What follows belongs to an exercise in optimizing a design on an open flow for small area; a production flow would make more cautious choices.
At most, simulation tests tie the RTL to the original design; equivalence was not proved.
The clock input has no modelled driver; a real chip could not lean on it and would need a root buffer or a full tree.
Power and IR drop assume default switching activity.

// bopit
module bopit(clk, rst, btnR, btnD, btnL, btnU, btnS, sw, seg, an, led, speaker);
Size: about 340 cells after synthesis, about 74 flip-flops, roughly 3000 um^2 of cells after synthesis.
==> flow/config.mk <==
export PLATFORM = sky130hd
export DESIGN_NAME = bopit
export DESIGN_NICKNAME = bopit
export VERILOG_FILES = /design/flow/design.v
export SDC_FILE = /design/flow/constraint.sdc
export NUM_CORES = 4
export LEC_CHECK = 0
export CAP_MARGIN = 20
export CORE_MARGIN = 2
export CORE_UTILIZATION = 40
export SLEW_MARGIN = 20
==> flow/constraint.sdc <==
create_clock -name core_clock -period 10.0 [get_ports {clk}]
set_input_delay 2.0000 -clock core_clock [delete_from_list [all_inputs] [get_ports {clk}]]
set_output_delay 2.0000 -clock core_clock [all_outputs]
set_load 0.01 [all_outputs]
standard.sh (not shown) runs the stock make flow with config.mk's settings and CLKGATE_MAP_FILE= SYNTH_SCRIPT=/design/flow/synth_recipe.tcl, a recipe that flattens the netlist after the stock synthesis.
==> flow/flow/run.sh <==
#!/bin/bash
# The standard layout (standard.sh) with these changes:
#  - synthesis is synth_recipe.tcl unchanged except that the abc pass uses
#    flow/abc_deep.script (area-oriented) instead of ORFS's speed script, and
#    adders are left to abc instead of being mapped to half/full adder cells
#  - port buffers are buf_1 instead of clkdlybuf4s50_1
#  - clock tree synthesis adds no dummy loads; the tree has
#    with a clkbuf_8 root and clkbuf_2 leaves
# Every tool's output is in standard.log and under orfs/logs/.
set -euo pipefail
W=$PWD
export OWN_ABC_SCRIPT=$W/flow/abc_deep.script
sed "s|^source \$::env(SCRIPTS_DIR)/synth.tcl|source $W/flow/abc_hook.tcl\nsource \$::env(SCRIPTS_DIR)/synth.tcl|" synth_recipe.tcl > own_synth.tcl
grep -q abc_hook own_synth.tcl
sed "s|/synth_recipe.tcl|/own_synth.tcl|; s|CLKGATE_MAP_FILE= |CLKGATE_MAP_FILE= ADDER_MAP_FILE= |" standard.sh > own_standard.sh
grep -q "ADDER_MAP_FILE= " own_standard.sh
grep -q own_synth.tcl own_standard.sh
export BUFFER_PORTS_ARGS="-buffer_cell sky130_fd_sc_hd__buf_1"
export CTS_ARGS="-sink_clustering_enable -repair_clock_nets -dont_use_dummy_load -root_buf sky130_fd_sc_hd__clkbuf_8 -buf_list sky130_fd_sc_hd__clkbuf_2"
bash own_standard.sh > standard.log 2>&1
==> flow/flow/abc_deep.script <==
strash
&get -n
&st
&deepsyn -T 40
&dch -f
&nf -R 1000
&put
mfs3 -a
topo
==> flow/flow/abc_hook.tcl <==
# Run Yosys's abc pass with this flow's area-oriented ABC script in place of
# the one ORFS picks; every other argument (liberty, dont_use, constraints)
# stays as ORFS gives it. Only combinational logic goes through abc.
proc abc {args} {
  set i [lsearch -exact $args -script]
  if { $i >= 0 } {
    lset args [expr { $i + 1 }] $::env(OWN_ABC_SCRIPT)
  }
  yosys abc {*}$args
}
Edit:
--- a/flow/flow/run.sh
+++ b/flow/flow/run.sh
@@ -8 +8 @@
-#    with a clkbuf_8 root and clkbuf_2 leaves
+#    with a clkbuf_8 root and clkbuf_4 leaves
@@ -19 +19 @@
-export CTS_ARGS="-sink_clustering_enable -repair_clock_nets -dont_use_dummy_load -root_buf sky130_fd_sc_hd__clkbuf_8 -buf_list sky130_fd_sc_hd__clkbuf_2"
+export CTS_ARGS="-sink_clustering_enable -repair_clock_nets -dont_use_dummy_load -root_buf sky130_fd_sc_hd__clkbuf_8 -tree_buf sky130_fd_sc_hd__clkbuf_4 -buf_list sky130_fd_sc_hd__clkbuf_4"
What happened: Area after synthesis stays the same. Power does not change. Clock power hardly moves. Fmax stays the same. Wire length does not change. Die area is unchanged. Combinational power stays flat. Core utilization stays the same. Critical path depth stays the same.
Edit:
--- a/flow/flow/run.sh
+++ b/flow/flow/run.sh
@@ -8 +8 @@
-#    with a clkbuf_8 root and clkbuf_4 leaves
+#    with a clkbuf_8 root and clkbuf_2 leaves
@@ -19 +19 @@
-export CTS_ARGS="-sink_clustering_enable -repair_clock_nets -dont_use_dummy_load -root_buf sky130_fd_sc_hd__clkbuf_8 -tree_buf sky130_fd_sc_hd__clkbuf_4 -buf_list sky130_fd_sc_hd__clkbuf_4"
+export CTS_ARGS="-sink_clustering_enable -repair_clock_nets -dont_use_dummy_load -root_buf sky130_fd_sc_hd__clkbuf_4 -tree_buf sky130_fd_sc_hd__clkbuf_2 -buf_list sky130_fd_sc_hd__clkbuf_2"
Outcome: Count of clock-buffer cells in the layout is unchanged. Sequential power barely changes. Register-to-register slack degrades by 20 ps. Worst setup slack degrades by 73 ps. Sequential share of layout area goes up by 0.72 points. Total power goes down by 7.0%. Wire length goes up by about 0.36%.
Edit:
--- a/flow/flow/run.sh
+++ b/flow/flow/run.sh
@@ -8 +8 @@
-#    with a clkbuf_8 root and clkbuf_2 leaves
+#    with a clkbuf_8 root and clkbuf_4 leaves
@@ -19 +19 @@
-export CTS_ARGS="-sink_clustering_enable -repair_clock_nets -dont_use_dummy_load -root_buf sky130_fd_sc_hd__clkbuf_4 -tree_buf sky130_fd_sc_hd__clkbuf_2 -buf_list sky130_fd_sc_hd__clkbuf_2"
+export CTS_ARGS="-sink_clustering_enable -repair_clock_nets -dont_use_dummy_load -root_buf sky130_fd_sc_hd__clkbuf_8 -buf_list sky130_fd_sc_hd__clkbuf_4"
Synthesized cell count stays the same; wire length is lower by 0.36%; total power went up by 7.5%; die area does not change.
No functional check of the RTL was part of any run of this note.

* * *

Another version of the RTL of bopit (not shown whole).
For scale: roughly 310 cells after synthesis, about 70 flip-flops, roughly 36 I/O pins, about 2800 um2 of cells after synthesis.
Settings: LEC_CHECK=0, CAP_MARGIN=20, CORE_MARGIN=2, CORE_UTILIZATION=40, SLEW_MARGIN=20; clock period 10.0 ns.
==> flow/flow/run.sh <==
#!/bin/bash
# The standard layout (standard.sh) with these changes:
#  - synthesis is synth_recipe.tcl unchanged except that the abc pass uses
#    flow/abc_deep.script (area-oriented) instead of ORFS's speed script,
#    run with twelve random seeds keeping the smallest result (abc_hook.tcl), and
#    adders are left to abc instead of being mapped to half/full adder cells
#  - port buffers are buf_1 instead of clkdlybuf4s50_1
#  - clock tree synthesis adds no dummy loads and uses only clkbuf_8; after
#    it, flow/reclk.tcl replaces that tree with 4 clkbuf_8 driven by the
#    clock port, one per quarter of the registers (see reclk.tcl)
# Every tool's output is in standard.log, reclk.log, standard_finish.log and
# under orfs/logs/.
set -euo pipefail
W=$PWD
export OWN_ABC_SCRIPT=$W/flow/abc_deep.script
export OWN_ABC_SEEDS="1 2 3 4 5 6 7 8 9 10 11 12"
mkdir -p $W/abc
export OWN_ABC_DIR=$W/abc
sed "s|^source \$::env(SCRIPTS_DIR)/synth.tcl|source $W/flow/abc_hook.tcl\nsource \$::env(SCRIPTS_DIR)/synth.tcl|" synth_recipe.tcl > own_synth.tcl
grep -q abc_hook own_synth.tcl
sed "s|/synth_recipe.tcl|/own_synth.tcl|; s|CLKGATE_MAP_FILE= |CLKGATE_MAP_FILE= ADDER_MAP_FILE= |" standard.sh > own_standard.sh
grep -q "ADDER_MAP_FILE= " own_standard.sh
grep -q own_synth.tcl own_standard.sh
export BUFFER_PORTS_ARGS="-buffer_cell sky130_fd_sc_hd__buf_1"
export CTS_ARGS="-sink_clustering_enable -repair_clock_nets -dont_use_dummy_load -root_buf sky130_fd_sc_hd__clkbuf_8 -buf_list sky130_fd_sc_hd__clkbuf_8"
bash own_standard.sh cts > standard.log 2>&1
R=orfs/results/$FLOW_PLATFORM/bopit/base
cat > reclk_run.tcl <<EOT
read_liberty $FLOW_HOME/platforms/$FLOW_PLATFORM/lib/sky130_fd_sc_hd__tt_025C_1v80.lib
read_db $R/4_1_cts.odb
read_sdc $R/4_cts.sdc
source $W/flow/reclk.tcl
write_db $R/4_1_cts.odb
EOT
RECLK_NB=4 RECLK_BUF=sky130_fd_sc_hd__clkbuf_8 RECLK_PORT=clk openroad -no_init -exit reclk_run.tcl > reclk.log 2>&1
grep -q "reclk: " reclk.log
bash own_standard.sh finish > standard_finish.log 2>&1
Other scripts of this flow, unchanged in this note and not shown: flow/flow/abc_deep.script, flow/flow/abc_hook.tcl, flow/flow/reclk.tcl
Then changed:
--- a/flow/flow/run.sh
+++ b/flow/flow/run.sh
@@ -3,5 +3,5 @@
 #  - synthesis is synth_recipe.tcl unchanged except that the abc pass uses
 #    flow/abc_deep.script (area-oriented) instead of ORFS's speed script,
-#    run with twelve random seeds keeping the smallest result (abc_hook.tcl), and
+#    run with sixteen random seeds keeping the smallest result (abc_hook.tcl), and
 #    adders are left to abc instead of being mapped to half/full adder cells
 #  - port buffers are buf_1 instead of clkdlybuf4s50_1
@@ -14,5 +14,5 @@
 W=$PWD
 export OWN_ABC_SCRIPT=$W/flow/abc_deep.script
-export OWN_ABC_SEEDS="1 2 3 4 5 6 7 8 9 10 11 12"
+export OWN_ABC_SEEDS="1 2 3 4 5 6 7 8 9 10 11 12 13 14 15 16"
 mkdir -p $W/abc
 export OWN_ABC_DIR=$W/abc
--- a/flow/config.mk
+++ b/flow/config.mk
@@ -6,6 +6,6 @@
 export NUM_CORES = 4
 export LEC_CHECK = 0
-export CAP_MARGIN = 20
+export CAP_MARGIN = 0
 export CORE_MARGIN = 2
 export CORE_UTILIZATION = 40
-export SLEW_MARGIN = 20
+export SLEW_MARGIN = 0
What happened:
- The new run ran to the end with no violations
- combinational power barely changes
- power is unchanged
- final cell count does not change
- hold slack does not change
- fmax does not change
- worst setup slack is unchanged
- final area is unchanged
No run of this note takes its clock network from TritonCTS; it comes from the design's own scripts or RTL.

[static timing again, ports no longer ideal]
No port has a modelled driver above. Below, the same layouts with a new extraction and two added sets of constraints.
Step 1 assumes that a clkbuf_16 drives the clock port and a buf_2 every other input.
Step 2 adds t to the input delays and takes it off the output delays; t is the mean of the earliest and latest rising clock arrival at the registers after step 1. Input paths then give back, and output paths get back, about the clock's delay inside the block.
Three values: ideal, step 1, step 2; two values: the first two.
run	t, ns	setup slack, ns	worst hold slack (ns)	worst slew at a driven data input, ns	pins driven straight from the clock port
the first run of note 1	0.362	6.032 / 6.005 / 6.052	0.443 / 0.443 / 0.443	0.03	1
the second run of note 1	0.362	6.032 / 6.005 / 6.052	0.443 / 0.443 / 0.443	0.03	1
the third run of note 1	0.423	5.960 / 5.932 / 6.053	0.444 / 0.444 / 0.444	0.03	1
the fourth run of note 1	0.362	6.032 / 6.005 / 6.052	0.443 / 0.443 / 0.443	0.03	1
the first run of note 2	0.211	6.141 / 6.175 / 5.963	0.453 / 0.453 / 0.453	0.03	4
the second run of note 2	0.211	6.141 / 6.175 / 5.963	0.453 / 0.453 / 0.453	0.03	4
After both steps setup and hold are still met in every run listed.
